Background: an optimization exercise with open tools, aiming at small area. Do not read the settings as production practice. In this exercise RTL edits were held to simulation tests only and were not proved equivalent to the original. Power is estimated from default activity; no workload was simulated. The clock port is modelled as an ideal driver; clocking choices that lean on that would not hold on a real chip.

==> exp/nickel <==
==> flow/design.v (excerpt) <==
module stream_upsize #(
    parameter T_DATA_WIDTH = 32,
    parameter T_DATA_RATIO = 2,
    parameter fifo_depth = 32
)(
    input  logic                    clk,
    input  logic                    rst_n,
    input  logic [T_DATA_WIDTH-1:0] s_data_i,
    input  logic                    s_last_i,
    input  logic                    s_valid_i,
    output logic                    s_ready_o,
    output logic [T_DATA_RATIO*T_DATA_WIDTH-1:0] m_data_o,
    output logic [T_DATA_RATIO-1:0] m_keep_o,
    output logic                    m_last_o,
    output logic                    m_valid_o,
    input logic                     m_ready_i
  );
    logic [T_DATA_WIDTH-1:0] buffer [fifo_depth-1:0];       
    logic                    buffer_last [fifo_depth-1:0];  
    logic [$clog2(fifo_depth)-1:0] head;        
    logic [$clog2(fifo_depth)-1:0] tail;        
    logic                          buff_full;   
    logic                          buff_empty;  
    logic                          wr_en;       
    logic                          rd_en;       
    logic                          rd_cntr;     
    always_comb begin
        if ((head - tail) >= 0) begin
            buff_full = ((head - tail) != (fifo_depth - 1)) ? 0 : 1;
        end else begin
            buff_full = ((head - tail + fifo_depth) != (fifo_depth - 1)) ? 0 : 1;
        end
    end
    assign rd_en = ~buff_empty;
    assign wr_en = ~(buff_full || ~s_ready_o); 
    assign buff_empty = ~(head != tail);
    always_ff @(posedge clk or negedge rst_n) begin
        if (~rst_n) begin
            s_ready_o <= 1;
        end
        else begin
            if (s_last_i) 
                s_ready_o <= 0; 
            if (~s_ready_o)
                s_ready_o <= 1;
        end 
  ...
==> module stream_upsize, before the edit <==
module stream_upsize #(
    parameter T_DATA_WIDTH = 32,
    parameter T_DATA_RATIO = 2,
    parameter fifo_depth = 32
)(
    input  logic                    clk,
    input  logic                    rst_n,
    input  logic [T_DATA_WIDTH-1:0] s_data_i,
    input  logic                    s_last_i,
    input  logic                    s_valid_i,
    output logic                    s_ready_o,
    output logic [T_DATA_RATIO*T_DATA_WIDTH-1:0] m_data_o,
    output logic [T_DATA_RATIO-1:0] m_keep_o,
    output logic                    m_last_o,
    output logic                    m_valid_o,
    input logic                     m_ready_i
  );
    logic [T_DATA_WIDTH-1:0] buffer [fifo_depth-1:0];       
    logic                    buffer_last [fifo_depth-1:0];  
    logic [$clog2(fifo_depth)-1:0] head;        
    logic [$clog2(fifo_depth)-1:0] tail;        
    logic                          buff_full;   
    logic                          buff_empty;  
    logic                          wr_en;       
    logic                          rd_en;       
    logic                          rd_cntr;     
    always_comb begin
        if ((head - tail) >= 0) begin
            buff_full = ((head - tail) != (fifo_depth - 1)) ? 0 : 1;
        end else begin
            buff_full = ((head - tail + fifo_depth) != (fifo_depth - 1)) ? 0 : 1;
        end
    end
    assign rd_en = ~buff_empty;
    assign wr_en = ~(buff_full || ~s_ready_o); 
    assign buff_empty = ~(head != tail);
    always_ff @(posedge clk or negedge rst_n) begin
        if (~rst_n) begin
            s_ready_o <= 1;
        end
        else begin
            if (s_last_i) 
                s_ready_o <= 0; 
            if (~s_ready_o)
                s_ready_o <= 1;
        end 
    end
    always_ff @(posedge clk or negedge rst_n) begin
        if (~rst_n) begin
            head <= 0;
            for (int i=0; i<fifo_depth; i++) begin
                buffer[i] <= '0;
                buffer_last[i] <= 0;
            end
        end
        else begin
            if (s_valid_i && wr_en) begin
                    buffer[head] <= s_data_i;
                    buffer_last[head] <= s_last_i;
                    head <= (head == fifo_depth - 1) ? 0 : head + 1;
            end 
        end 
    end
    logic last_pkt;
    always_ff @(posedge clk or negedge rst_n) begin
        if (~rst_n) begin
             m_last_o <= 0;
             m_valid_o <= 0;
             rd_cntr <= 0;
             tail <= 0;
             m_keep_o <= '0;
             last_pkt <= 0;
             m_data_o <= '0;
        end else begin
            m_valid_o <= 0;
            m_last_o <= 0;
            if (rd_en && m_ready_i) begin
                    if (~rd_cntr) begin
                            m_data_o[0 +: T_DATA_WIDTH] <= buffer[tail];
                            last_pkt <= buffer_last[tail];
                            m_keep_o <= 2'b01; 
                            tail <= (tail == fifo_depth - 1) ? 0 : tail + 1;
                    end else begin
                            if (last_pkt) begin
                                    m_data_o[T_DATA_WIDTH +: T_DATA_WIDTH] <= '0;
                                    m_last_o <= last_pkt;
                                    m_valid_o <= 1;
                            end else begin
                                    m_data_o[T_DATA_WIDTH +: T_DATA_WIDTH] <= buffer[tail];
                                    m_last_o <= buffer_last[tail];
                                    m_keep_o <= 2'b11; 
                                    m_valid_o <= 1;
                                    tail <= (tail == fifo_depth - 1) ? 0 : tail + 1;
                            end
                    end
                    rd_cntr <= ~rd_cntr;
            end            
        end
    end
endmodule 
Settings: LEC_CHECK=0, CAP_MARGIN=20, CORE_MARGIN=2, CORE_UTILIZATION=40, SLEW_MARGIN=20; clock period 5.0 ns.
run.sh (not shown) runs the stock make flow with config.mk's settings and CLKGATE_MAP_FILE= SYNTH_SCRIPT=/design/flow/synth_recipe.tcl, a recipe that flattens the netlist after the stock synthesis.
==> exp/ember: changes against exp/nickel <==
==> flow/design.v (replaced) <==
`timescale 1ns / 1ps
module stream_upsize #(
    parameter T_DATA_WIDTH = 32,
    parameter T_DATA_RATIO = 2,
    parameter fifo_depth = 32
)(
    input  logic                    clk,
    input  logic                    rst_n,
    input  logic [T_DATA_WIDTH-1:0] s_data_i,
    input  logic                    s_last_i,
    input  logic                    s_valid_i,
    output logic                    s_ready_o,
    output logic [T_DATA_RATIO*T_DATA_WIDTH-1:0] m_data_o,
    output logic [T_DATA_RATIO-1:0] m_keep_o,
    output logic                    m_last_o,
    output logic                    m_valid_o,
    input logic                     m_ready_i
  );
    localparam W = T_DATA_WIDTH;
    localparam D = fifo_depth;
    localparam AW = $clog2(fifo_depth);
    logic [AW-1:0] head, rp;    
    logic          rd_cntr;    
    logic          keep1;      
    logic [W-1:0]  lo;         
    logic [W:0]    mem [D-1:0];
    logic          full, empty, wr_en, wr_store, rd, emit, adv;
    logic [D-1:0]  wsel, rsel;
    logic [W:0]    rdata;      
    logic          sel_en;
    assign full    = (head == D-1) && (rp == D-1);
    assign empty   = (head == AW'(rp + 1'b1));
    assign wr_en   = s_valid_i && s_ready_o && !full;
    assign wr_store = wr_en && !(rd_cntr && !rd && (head == rp));
    assign rd      = !empty && m_ready_i;
    assign emit    = rd && rd_cntr;
    assign adv     = rd && !(rd_cntr && rdata[W]);
    assign sel_en  = rd_cntr || keep1;
    always_comb begin
        for (int i = 0; i < D; i++) begin
            wsel[i] = wr_store && (head == AW'(i));
            rsel[i] = sel_en && (rp == AW'(i));
        end
    end
    always_comb begin
        rdata = '0;
        for (int i = 0; i < D; i++)
            rdata = rdata | ({(W+1){rsel[i]}} & mem[i]);
    end
    genvar g;
    generate
        for (g = 0; g < D; g++) begin : g_mem
            always_ff @(posedge clk)
                if (wsel[g]) mem[g] <= {s_last_i, s_data_i};
        end
    endgenerate
    always_ff @(posedge clk or negedge rst_n) begin
        if (~rst_n) begin
            s_ready_o <= 1'b1;
            head      <= '0;
            rp        <= '1;
            rd_cntr   <= 1'b0;
            m_valid_o <= 1'b0;
        end else begin
            s_ready_o <= ~s_ready_o | ~s_last_i;
            if (wr_en) head <= head + 1'b1;
            if (adv)   rp   <= rp + 1'b1;
            if (rd)    rd_cntr <= ~rd_cntr;
            m_valid_o <= emit;
        end
    end
    always_ff @(posedge clk) begin
        lo    <= rdata[W-1:0];
        keep1 <= ~rdata[W];
    end
    assign m_data_o = {rdata[W-1:0], lo};
    assign m_keep_o = {keep1, 1'b1};
    assign m_last_o = m_valid_o && (!keep1 || rdata[W]);
endmodule
==> flow/flow/run.sh (new file) <==
#!/bin/bash
# The standard layout with three changes that only affect how the layout
# is built:
#  - port buffers use the smallest plain buffer (buf_1) instead of the delay
#    buffer the resizer picks by default;
#  - clock tree: clkbuf_16 only, larger sink clusters, no dummy loads.
set -euo pipefail
export BUFFER_PORTS_ARGS="-buffer_cell sky130_fd_sc_hd__buf_1"
export CTS_ARGS="-sink_clustering_enable -repair_clock_nets -sink_clustering_size 28 -sink_clustering_max_diameter 90 -buf_list sky130_fd_sc_hd__clkbuf_16 -dont_use_dummy_load"
bash standard.sh synth > flow_synth.log 2>&1
bash standard.sh > flow_layout.log 2>&1
==> flow/standard.sh (new file) <==
#!/bin/bash
# synth_recipe.tcl (not shown) runs the flow's synth.tcl, then flattens the netlist and writes it again
# the make line also repeats each setting of config.mk as NAME=value (left out here)
make -C /OpenROAD-flow-scripts/flow DESIGN_CONFIG=/design/flow/config.mk WORK_HOME=/design/flow/orfs CLKGATE_MAP_FILE= SYNTH_SCRIPT=/design/flow/synth_recipe.tcl "${@:-finish}"
Settings changed: CORE_UTILIZATION 40 to 65, SETUP_SLACK_MARGIN set to 0.15.
removed: flow/run.sh
==> run_results.csv <==
group,metric,value,unit
run_status,status,"complete, no violations",
power_and_ir_drop,power_sequential,13.6,mW
final_layout,final_cell_count_no_fill,5702,
sta,clock_skew,31.95,ps
synthesis,synth.avg_cell_area,14.00,um^2
synthesis,yosysMostFrequentCell,"dfrtp_1",
route,drt_wl_total,193.7,mm
synthesis,syn_inst,3786,
final_layout,fin_area,0.05991,mm^2
The numbers above come from exp/nickel.

==> run_results.csv <==
group,metric,value,unit
power_and_ir_drop,power_sequential,11.0,mW
synthesis,yosysMostFrequentCell,"edfxtp_1",
route,drt_wl_total,121.3,mm
clock_tree,holdBufCountCts,0,
run_status,status,"complete, no violations",
synthesis,synth.avg_cell_area,18.38,um^2
synthesis,yosys-top-cells-area,"edfxtp_1 (80%), a22oi_1 (5.4%), mux2i_1 (1.7%)",
power_and_ir_drop,power_density,452.9,mW/mm^2
sta,clock_skew,45.16,ps
final_layout,design.seq.count,1102,
placed_design,io_buffers,104,
final_layout,fin_area,0.04346,mm^2
The numbers above come from exp/ember.


========
==> job 6549: inputs <==
stream_upsize, a different RTL version from the one above (not shown whole).
// stream_upsize
module stream_upsize #(
    parameter T_DATA_WIDTH = 32,
    parameter T_DATA_RATIO = 2,
    parameter fifo_depth = 32
)(
    input  logic                    clk,
    input  logic                    rst_n,
    input  logic [T_DATA_WIDTH-1:0] s_data_i,
    input  logic                    s_last_i,
    input  logic                    s_valid_i,
    output logic                    s_ready_o,
    output logic [T_DATA_RATIO*T_DATA_WIDTH-1:0] m_data_o,
    output logic [T_DATA_RATIO-1:0] m_keep_o,
    output logic                    m_last_o,
    output logic                    m_valid_o,
    input logic                     m_ready_i
  );
    localparam W = T_DATA_WIDTH;
    localparam D = fifo_depth;
    localparam AW = $clog2(fifo_depth);
    logic [AW-1:0] head, tail;
    logic          rd_cntr;    
    logic          keep1;      
    logic [W-1:0]  lo;         
    logic [W:0]    mem [D-1:0];
    logic          full, empty, wr_en, wr_store, rd, emit, adv;
    logic [D-1:0]  wsel, rsel;
    logic [W:0]    rdata;      
    logic          sel_en;
    assign full    = (head == D-1) && (tail == 0);
    assign empty   = (head == tail);
  ...
==> module stream_upsize, before the edit <==
module stream_upsize #(
    parameter T_DATA_WIDTH = 32,
    parameter T_DATA_RATIO = 2,
    parameter fifo_depth = 32
)(
    input  logic                    clk,
    input  logic                    rst_n,
    input  logic [T_DATA_WIDTH-1:0] s_data_i,
    input  logic                    s_last_i,
    input  logic                    s_valid_i,
    output logic                    s_ready_o,
    output logic [T_DATA_RATIO*T_DATA_WIDTH-1:0] m_data_o,
    output logic [T_DATA_RATIO-1:0] m_keep_o,
    output logic                    m_last_o,
    output logic                    m_valid_o,
    input logic                     m_ready_i
  );
    localparam W = T_DATA_WIDTH;
    localparam D = fifo_depth;
    localparam AW = $clog2(fifo_depth);
    logic [AW-1:0] head, tail;
    logic          rd_cntr;    
    logic          keep1;      
    logic [W-1:0]  lo;         
    logic [W:0]    mem [D-1:0];
    logic          full, empty, wr_en, wr_store, rd, emit, adv;
    logic [D-1:0]  wsel, rsel;
    logic [W:0]    rdata;      
    logic          sel_en;
    assign full    = (head == D-1) && (tail == 0);
    assign empty   = (head == tail);
    assign wr_en   = s_valid_i && s_ready_o && !full;
    assign wr_store = wr_en && !(rd_cntr && !rd && (AW'(head + 1'b1) == tail));
    assign rd      = !empty && m_ready_i;
    assign emit    = rd && rd_cntr;
    assign adv     = rd && !(rd_cntr && rdata[W]);
    assign sel_en  = rd_cntr || keep1;
    always_comb begin
        for (int i = 0; i < D; i++) begin
            wsel[i] = wr_store && (head == AW'(i));
            rsel[i] = sel_en && (tail == AW'(i + 1));
        end
    end
    always_comb begin
        rdata = '0;
        for (int i = 0; i < D; i++)
            rdata = rdata | ({(W+1){rsel[i]}} & mem[i]);
    end
    genvar g;
    generate
        for (g = 0; g < D; g++) begin : g_mem
            always_ff @(posedge clk)
                if (wsel[g]) mem[g] <= {s_last_i, s_data_i};
        end
    endgenerate
    always_ff @(posedge clk or negedge rst_n) begin
        if (~rst_n) begin
            s_ready_o <= 1'b1;
            head      <= '0;
            tail      <= '0;
            rd_cntr   <= 1'b0;
            m_valid_o <= 1'b0;
        end else begin
            s_ready_o <= ~s_ready_o | ~s_last_i;
            if (wr_en) head <= head + 1'b1;
            if (adv)   tail <= tail + 1'b1;
            if (rd)    rd_cntr <= ~rd_cntr;
            m_valid_o <= emit;
        end
    end
    always_ff @(posedge clk) begin
        lo    <= rdata[W-1:0];
        keep1 <= ~rdata[W];
    end
    assign m_data_o = {rdata[W-1:0], lo};
    assign m_keep_o = {keep1, 1'b1};
    assign m_last_o = m_valid_o && (!keep1 || rdata[W]);
endmodule
clock: 5.0 ns
lec_check: 0
cap_margin: 20
core_margin: 2
core_utilization: 40
slew_margin: 20
Stock flow here: none of the scripts above is used.
==> job 2968: changes against job 6549 <==
--- a/flow/design.v
+++ b/flow/design.v
@@ -20,5 +20,5 @@
     localparam D = fifo_depth;
     localparam AW = $clog2(fifo_depth);
-    logic [AW-1:0] head, tail;
+    logic [AW-1:0] head, rp;    
     logic          rd_cntr;    
     logic          keep1;      
@@ -29,8 +29,8 @@
     logic [W:0]    rdata;      
     logic          sel_en;
-    assign full    = (head == D-1) && (tail == 0);
-    assign empty   = (head == tail);
+    assign full    = (head == D-1) && (rp == D-1);
+    assign empty   = (head == AW'(rp + 1'b1));
     assign wr_en   = s_valid_i && s_ready_o && !full;
-    assign wr_store = wr_en && !(rd_cntr && !rd && (AW'(head + 1'b1) == tail));
+    assign wr_store = wr_en && !(rd_cntr && !rd && (head == rp));
     assign rd      = !empty && m_ready_i;
     assign emit    = rd && rd_cntr;
@@ -40,5 +40,5 @@
         for (int i = 0; i < D; i++) begin
             wsel[i] = wr_store && (head == AW'(i));
-            rsel[i] = sel_en && (tail == AW'(i + 1));
+            rsel[i] = sel_en && (rp == AW'(i));
         end
     end
@@ -59,5 +59,5 @@
             s_ready_o <= 1'b1;
             head      <= '0;
-            tail      <= '0;
+            rp        <= '1;
             rd_cntr   <= 1'b0;
             m_valid_o <= 1'b0;
@@ -65,5 +65,5 @@
             s_ready_o <= ~s_ready_o | ~s_last_i;
             if (wr_en) head <= head + 1'b1;
-            if (adv)   tail <= tail + 1'b1;
+            if (adv)   rp   <= rp + 1'b1;
             if (rd)    rd_cntr <= ~rd_cntr;
             m_valid_o <= emit;
==> flow/flow/run.sh (new file) <==
#!/bin/bash
# The standard layout with three changes that only affect how the layout
# is built:
#  - port buffers use the smallest plain buffer (buf_1) instead of the delay
#    buffer the resizer picks by default;
#  - clock tree: clkbuf_16 only, larger sink clusters, no dummy loads.
set -euo pipefail
export BUFFER_PORTS_ARGS="-buffer_cell sky130_fd_sc_hd__buf_1"
export CTS_ARGS="-sink_clustering_enable -repair_clock_nets -sink_clustering_size 28 -sink_clustering_max_diameter 90 -buf_list sky130_fd_sc_hd__clkbuf_16 -dont_use_dummy_load"
bash standard.sh synth > flow_synth.log 2>&1
bash standard.sh > flow_layout.log 2>&1
==> flow/standard.sh (new file) <==
#!/bin/bash
# synth_recipe.tcl (not shown) runs the flow's synth.tcl, then flattens the netlist and writes it again
# the make line also repeats each setting of config.mk as NAME=value (left out here)
make -C /OpenROAD-flow-scripts/flow DESIGN_CONFIG=/design/flow/config.mk WORK_HOME=/design/flow/orfs CLKGATE_MAP_FILE= SYNTH_SCRIPT=/design/flow/synth_recipe.tcl "${@:-finish}"
Settings changed: CORE_UTILIZATION 40 to 75, PLACE_DENSITY set to 0.8, SETUP_SLACK_MARGIN set to 0.15.
removed: flow/run.sh
==> job 3732: changes against job 6549 <==
--- a/flow/design.v
+++ b/flow/design.v
@@ -20,5 +20,5 @@
     localparam D = fifo_depth;
     localparam AW = $clog2(fifo_depth);
-    logic [AW-1:0] head, tail;
+    logic [AW-1:0] head, rp;    
     logic          rd_cntr;    
     logic          keep1;      
@@ -29,8 +29,8 @@
     logic [W:0]    rdata;      
     logic          sel_en;
-    assign full    = (head == D-1) && (tail == 0);
-    assign empty   = (head == tail);
+    assign full    = (head == D-1) && (rp == D-1);
+    assign empty   = (head == AW'(rp + 1'b1));
     assign wr_en   = s_valid_i && s_ready_o && !full;
-    assign wr_store = wr_en && !(rd_cntr && !rd && (AW'(head + 1'b1) == tail));
+    assign wr_store = wr_en && !(rd_cntr && !rd && (head == rp));
     assign rd      = !empty && m_ready_i;
     assign emit    = rd && rd_cntr;
@@ -40,5 +40,5 @@
         for (int i = 0; i < D; i++) begin
             wsel[i] = wr_store && (head == AW'(i));
-            rsel[i] = sel_en && (tail == AW'(i + 1));
+            rsel[i] = sel_en && (rp == AW'(i));
         end
     end
@@ -59,5 +59,5 @@
             s_ready_o <= 1'b1;
             head      <= '0;
-            tail      <= '0;
+            rp        <= '1;
             rd_cntr   <= 1'b0;
             m_valid_o <= 1'b0;
@@ -65,5 +65,5 @@
             s_ready_o <= ~s_ready_o | ~s_last_i;
             if (wr_en) head <= head + 1'b1;
-            if (adv)   tail <= tail + 1'b1;
+            if (adv)   rp   <= rp + 1'b1;
             if (rd)    rd_cntr <= ~rd_cntr;
             m_valid_o <= emit;
==> flow/flow/run.sh (new file) <==
#!/bin/bash
# The standard layout with three changes that only affect how the layout
# is built:
#  - port buffers use the smallest plain buffer (buf_1) instead of the delay
#    buffer the resizer picks by default;
#  - clock tree: clkbuf_16 only, larger sink clusters, no dummy loads.
set -euo pipefail
export BUFFER_PORTS_ARGS="-buffer_cell sky130_fd_sc_hd__buf_1"
export CTS_ARGS="-sink_clustering_enable -repair_clock_nets -sink_clustering_size 32 -sink_clustering_max_diameter 85 -buf_list sky130_fd_sc_hd__clkbuf_16 -dont_use_dummy_load"
bash standard.sh synth > flow_synth.log 2>&1
bash standard.sh > flow_layout.log 2>&1
==> flow/standard.sh (new file) <==
#!/bin/bash
# synth_recipe.tcl (not shown) runs the flow's synth.tcl, then flattens the netlist and writes it again
# the make line also repeats each setting of config.mk as NAME=value (left out here)
make -C /OpenROAD-flow-scripts/flow DESIGN_CONFIG=/design/flow/config.mk WORK_HOME=/design/flow/orfs CLKGATE_MAP_FILE= SYNTH_SCRIPT=/design/flow/synth_recipe.tcl "${@:-finish}"
Settings changed: CORE_UTILIZATION 40 to 65, SETUP_SLACK_MARGIN set to 0.08.
removed: flow/run.sh
==> comparison <==
Global-route usage, lowest first: job 6549, job 3732, job 2968. In sequential power, job 6549 and job 2968 hardly differ. Via count: job 2968 > job 6549 > job 3732. The lowest final area belongs to job 3732, the highest to job 6549. Against job 3732, the combinational power of job 6549 is larger by 27%.
==> figures <==
Status: job 6549 no timing/DRC/antenna violations; job 2968 no timing/DRC/antenna violations; job 3732 no timing/DRC/antenna violations
Slew at the pin closest to its max-slew limit: job 6549 1.08 ns; job 2968 1.26 ns; job 3732 1.21 ns
Post-Synth XOR/XNOR Area: job 6549 0.289%; job 2968 0.286%; job 3732 0.286%
Met2 Wirelength: job 6549 60,500 µm; job 2968 52,900 µm; job 3732 56,800 µm
Worst path max stage delay: job 6549 0.69 ns; job 2968 0.62 ns; job 3732 0.63 ns
Register Area: job 6549 32,700 µm²; job 2968 32,700 µm²; job 3732 32,700 µm²
Number of detailed-route iterations in the first pass: job 6549 6; job 2968 7; job 3732 7
Summed instance area of the synthesized netlist: job 6549 39,400 µm²; job 2968 39,900 µm²; job 3732 39,900 µm²
Comb group: job 6549 5.72 mW; job 2968 4.59 mW; job 3732 4.51 mW
Multi-input comb cells: job 6549 871; job 2968 942; job 3732 941
Power share of the sequential group: job 6549 44.9%; job 2968 55.6%; job 3732 56.1%
Lkg Pwr: job 6549 14.5 nW; job 2968 13.9 nW; job 3732 13.8 nW

-- port drivers added, routing unchanged --
In the flow no input, the clock included, has a driving cell. The finished layouts below were timed again as built, in two steps.
Step 1 assumes that a clkbuf_16 drives the clock port and a buf_2 every other input.
Step 2 times the ports against the registers' clock, not the clock port: input delays grow and output delays shrink by t, the midpoint of the rising clock arrivals with the driver on.
Three values: ideal, step 1, step 2; two values: the first two.
| run | t (ns) | slack for setup (ns) | latest minus earliest clock arrival (ns) |
|---|---|---|---|
| exp/nickel | 0.788 | 0.705 / 0.705 / 0.705 | 0.035 / 0.035 |
| exp/ember | 0.682 | 0.189 / 0.123 / 0.354 | 0.047 / 0.047 |
| job 6549 | 0.752 | 0.096 / 0.025 / 0.776 | 0.029 / 0.029 |
| job 2968 | 0.688 | 0.187 / 0.122 / 0.734 | 0.061 / 0.062 |
| job 3732 | 0.680 | 0.148 / 0.080 / 0.326 | 0.047 / 0.047 |
After both steps every run listed still meets setup and hold.
